This is an optimization exercise on Yosys and OpenROAD, whose aim is small area, not a production implementation. Only simulation tests tie the RTL to the original design; equivalence was not proved. Power is estimated from default activity; no workload was simulated.

==> module ADD_Final_Project, before the edit <==
module ADD_Final_Project(clk, rst, UserDigit, UserLoad, LoggedInLED, difficulty, game_start, correct_final,
logout, display0, display1, display2, display3, display4, ones_output, correctID);
   input clk, rst;
   input [3:0] UserDigit;
   input UserLoad;
   output LoggedInLED;
   input [1:0] difficulty;
   input game_start;
   output correct_final;
   input logout;
   output [6:0] display0;
   output [6:0] display1;
   output [6:0] display2;
   output [6:0] display3;
   output [6:0] display4;
   output [6:0] ones_output;
   output correctID;
   wire Load_signal, start_signal, logout_signal;
   button_shaper shaper1(UserLoad, Load_signal, clk, rst);
   button_shaper shaper2(game_start, start_signal, clk, rst);
   button_shaper shaper3(logout, logout_signal, clk, rst);
   wire matchedID, LoggedIn, pswd_logout;
   wire [2:0] k;
   wire lo_e, lo_m, lo_h;
   player_id pid(clk, rst, UserDigit, Load_signal, pswd_logout, matchedID, k);
   pswd pw(clk, rst, matchedID, k, UserDigit, Load_signal, lo_e | lo_m | lo_h, LoggedIn, pswd_logout);
   assign correctID = matchedID;
   assign LoggedInLED = LoggedIn;
   reg [15:0] L;
   wire fb = L[15];
   always @(posedge clk) begin
      if (rst == 1'b0)
         L <= 16'hFFFF;
      else
         L <= {L[14:6], L[5] , L[4] ^ fb, L[3], L[2] ^ fb, L[1] ^ fb, L[0], fb};
   end
   wire [3:0] q = {L[7], L[9], L[12], L[15]};
   wire [3:0] morse_m = (q >= 4'd10) ? q - 4'd10 : q;
   wire [3:0] morse_h = (q == 4'd15) ? 4'd0 : q;
   wire LI_e = LoggedIn & (difficulty == 2'b01);
   wire LI_m = LoggedIn & (difficulty == 2'b10);
   wire LI_h = LoggedIn & (difficulty == 2'b11);
   wire rc_e, en_e, to_e, c_e, ts_e;
   wire [3:0] n_e, d_e;
   ctl_easy ce(clk, rst, morse_m, LI_e, start_signal, Load_signal, UserDigit, rc_e, en_e, to_e, n_e, c_e, logout_signal, lo_e);
   sec_timer #(10) te(clk, rst, en_e, ts_e);
   cdown #(10) de(clk, rst, rc_e, ts_e, d_e, to_e);
   wire rc_m, en_m, to_m, c_m, ts_m, e1_m, e2_m, f1_m, f2_m;
   wire [3:0] n_m, d_m;
   ctl_med cm(clk, rst, morse_m, LI_m, start_signal, Load_signal, UserDigit, rc_m, en_m, to_m, n_m, c_m, logout_signal, lo_m,
              e1_m, e2_m, f1_m, f2_m);
   sec_timer #(10) tm(clk, rst, en_m, ts_m);
   cdown #(12) dm(clk, rst, rc_m, ts_m, d_m, to_m);
   sec_timer #(5) fm1(clk, rst, e1_m, f1_m);
   sec_timer #(5) fm2(clk, rst, e2_m, f2_m);
   wire rc_h, en_h, to_h, c_h, ts_h, e1_h, e2_h, e3_h, f1_h, f2_h, f3_h;
   wire [3:0] n_h, d_h;
   ctl_hard ch(clk, rst, morse_h, LI_h, start_signal, Load_signal, UserDigit, rc_h, en_h, to_h, n_h, c_h, logout_signal, lo_h,
               e1_h, e2_h, e3_h, f1_h, f2_h, f3_h);
   sec_timer #(10) th(clk, rst, en_h, ts_h);
   cdown #(12) dh(clk, rst, rc_h, ts_h, d_h, to_h);
   sec_timer #(3) fh1(clk, rst, e1_h, f1_h);
   sec_timer #(3) fh2(clk, rst, e2_h, f2_h);
   sec_timer #(3) fh3(clk, rst, e3_h, f3_h);
   reg correct_final;
   reg [3:0] ones, num;
   always @(*) begin
      case (difficulty)
         2'b01: begin correct_final = c_e; ones = d_e; num = n_e; end
         2'b10: begin correct_final = c_m; ones = d_m; num = n_m; end
         2'b11: begin correct_final = c_h; ones = d_h; num = n_h; end
         default: begin correct_final = 1'b0; ones = 4'd0; num = 4'd0; end
      endcase
   end
   reg [6:0] ones_output;
   always @(*) begin
      case (ones)
         4'd0: ones_output = 7'b1000000;
         4'd1: ones_output = 7'b1111001;
         4'd2: ones_output = 7'b0100100;
         4'd3: ones_output = 7'b0110000;
         4'd4: ones_output = 7'b0011001;
         4'd5: ones_output = 7'b0010010;
         4'd6: ones_output = 7'b0000010;
         4'd7: ones_output = 7'b1111000;
         4'd8: ones_output = 7'b0000000;
         4'd9: ones_output = 7'b0011000;
         4'd10: ones_output = 7'b0001000;
         4'd11: ones_output = 7'b0000011;
         4'd12: ones_output = 7'b1000110;
         4'd13: ones_output = 7'b0100001;
         4'd14: ones_output = 7'b0000110;
         default: ones_output = 7'b1000000;  
      endcase
   end
   localparam [6:0] DA = 7'b1110111, DO = 7'b0100011, DB = 7'b1111111;
   reg [34:0] disp;
   always @(*) begin
      if (rst == 1'b0 || to_e || to_m || to_h)
         disp = {DB, DB, DB, DB, DB};
      else begin
         case (num)
            4'h0: disp = {DA, DA, DA, DA, DA};
            4'h1: disp = {DA, DA, DA, DA, DO};
            4'h2: disp = {DA, DA, DA, DO, DO};
            4'h3: disp = {DA, DA, DO, DO, DO};
            4'h4: disp = {DA, DO, DO, DO, DO};
            4'h5: disp = {DO, DO, DO, DO, DO};
            4'h6: disp = {DO, DO, DO, DO, DA};
            4'h7: disp = {DO, DO, DO, DA, DA};
            4'h8: disp = {DO, DO, DA, DA, DA};
            4'h9: disp = {DO, DA, DA, DA, DA};
            4'hA: disp = {DB, DB, DB, DA, DO};
            4'hB: disp = {DB, DO, DO, DO, DA};
            4'hC: disp = {DB, DO, DA, DO, DA};
            4'hD: disp = {DB, DB, DO, DO, DA};
            4'hE: disp = {DB, DB, DB, DB, DO};
            default: disp = {DB, DB, DB, DB, DB};
         endcase
      end
   end
   assign {display0, display1, display2, display3, display4} = disp;
endmodule
export LEC_CHECK = 0
export ABC_AREA = 1
export CAP_MARGIN = 20
export CORE_MARGIN = 2
export CORE_UTILIZATION = 40
export SLEW_MARGIN = 20
create_clock -name core_clock -period 10.0 [get_ports {clk}]
standard.sh (not shown) runs the stock make flow with config.mk's settings and CLKGATE_MAP_FILE= SYNTH_SCRIPT=/design/flow/synth_recipe.tcl, a recipe that flattens the netlist after the stock synthesis.
==> flow/flow/run.sh <==
#!/bin/bash
set -e
cp standard.sh standard_sh.copy.log
export BUFFER_PORTS_ARGS="-buffer_cell sky130_fd_sc_hd__buf_1"
export CTS_ARGS="-sink_clustering_enable -repair_clock_nets -dont_use_dummy_load -buf_list sky130_fd_sc_hd__clkbuf_4 -sink_clustering_size 10 -sink_clustering_max_diameter 50"
bash standard.sh > standard_flow.log 2>&1
The starting point went through all stages and came out clean.
==> next run, changes <==
--- a/flow/design.v
+++ b/flow/design.v
@@ -446,19 +446,18 @@
    wire lo_e, lo_m, lo_h;
    player_id pid(clk, rst, UserDigit, Load_signal, pswd_logout, matchedID, k);
    pswd pw(clk, rst, matchedID, k, UserDigit, Load_signal, lo_e | lo_m | lo_h, LoggedIn, pswd_logout);
    assign correctID = matchedID;
    assign LoggedInLED = LoggedIn;
-   reg [15:0] L;
-   wire fb = L[15];
+   reg [15:0] y;
    always @(posedge clk) begin
       if (rst == 1'b0)
-         L <= 16'hFFFF;
+         y <= 16'h5555;    
       else
-         L <= {L[14:6], L[5] , L[4] ^ fb, L[3], L[2] ^ fb, L[1] ^ fb, L[0], fb};
+         y <= {~y[14:6], ~y[5], y[4] ^ y[15], ~y[3], y[2] ^ y[15], y[1] ^ y[15], ~y[0], ~y[15]};
    end
-   wire [3:0] q = {L[7], L[9], L[12], L[15]};
+   wire [3:0] q = {~y[7], ~y[9], y[12], ~y[15]};   
    wire [3:0] morse_m = (q >= 4'd10) ? q - 4'd10 : q;
    wire [3:0] morse_h = (q == 4'd15) ? 4'd0 : q;
    wire LI_e = LoggedIn & (difficulty == 2'b01);
    wire LI_m = LoggedIn & (difficulty == 2'b10);
    wire LI_h = LoggedIn & (difficulty == 2'b11);
After rerunning: Combinational power drops by 9.9%. Die area went down by 0.75%. Count of clock-buffer cells in the layout rises by 4. Critical path depth is lower by 2. Hold slack degrades by 0.0078 ns. Utilization increases by 0.79 points. Via count is lower by 1.7%. Design area hardly moves.

## separate check: timing with driven ports
The results above use ideal ports. As a check the final layouts listed here were re-extracted and re-timed, cells and wires unchanged. Step 1, drivers: a clkbuf_16 drives clk and a buf_2 each remaining input, both assumed. Step 2 adds t to the input delays and takes it off the output delays; t is the mean of the earliest and latest rising clock arrival at the registers after step 1. Input paths then give back, and output paths get back, about the clock's delay inside the block. Three values: ideal, step 1, step 2; two values: the first two.
| run | t (ns) | setup WS [ns] | worst hold slack (ns) |
|---|---|---|---|
| the first run | 0.704 | 3.885 / 3.860 / 3.860 | 0.357 / 0.357 / 0.357 |
| the second run | 0.645 | 4.177 / 4.152 / 4.152 | 0.349 / 0.349 / 0.349 |
After both steps setup and hold are still met in every run listed.
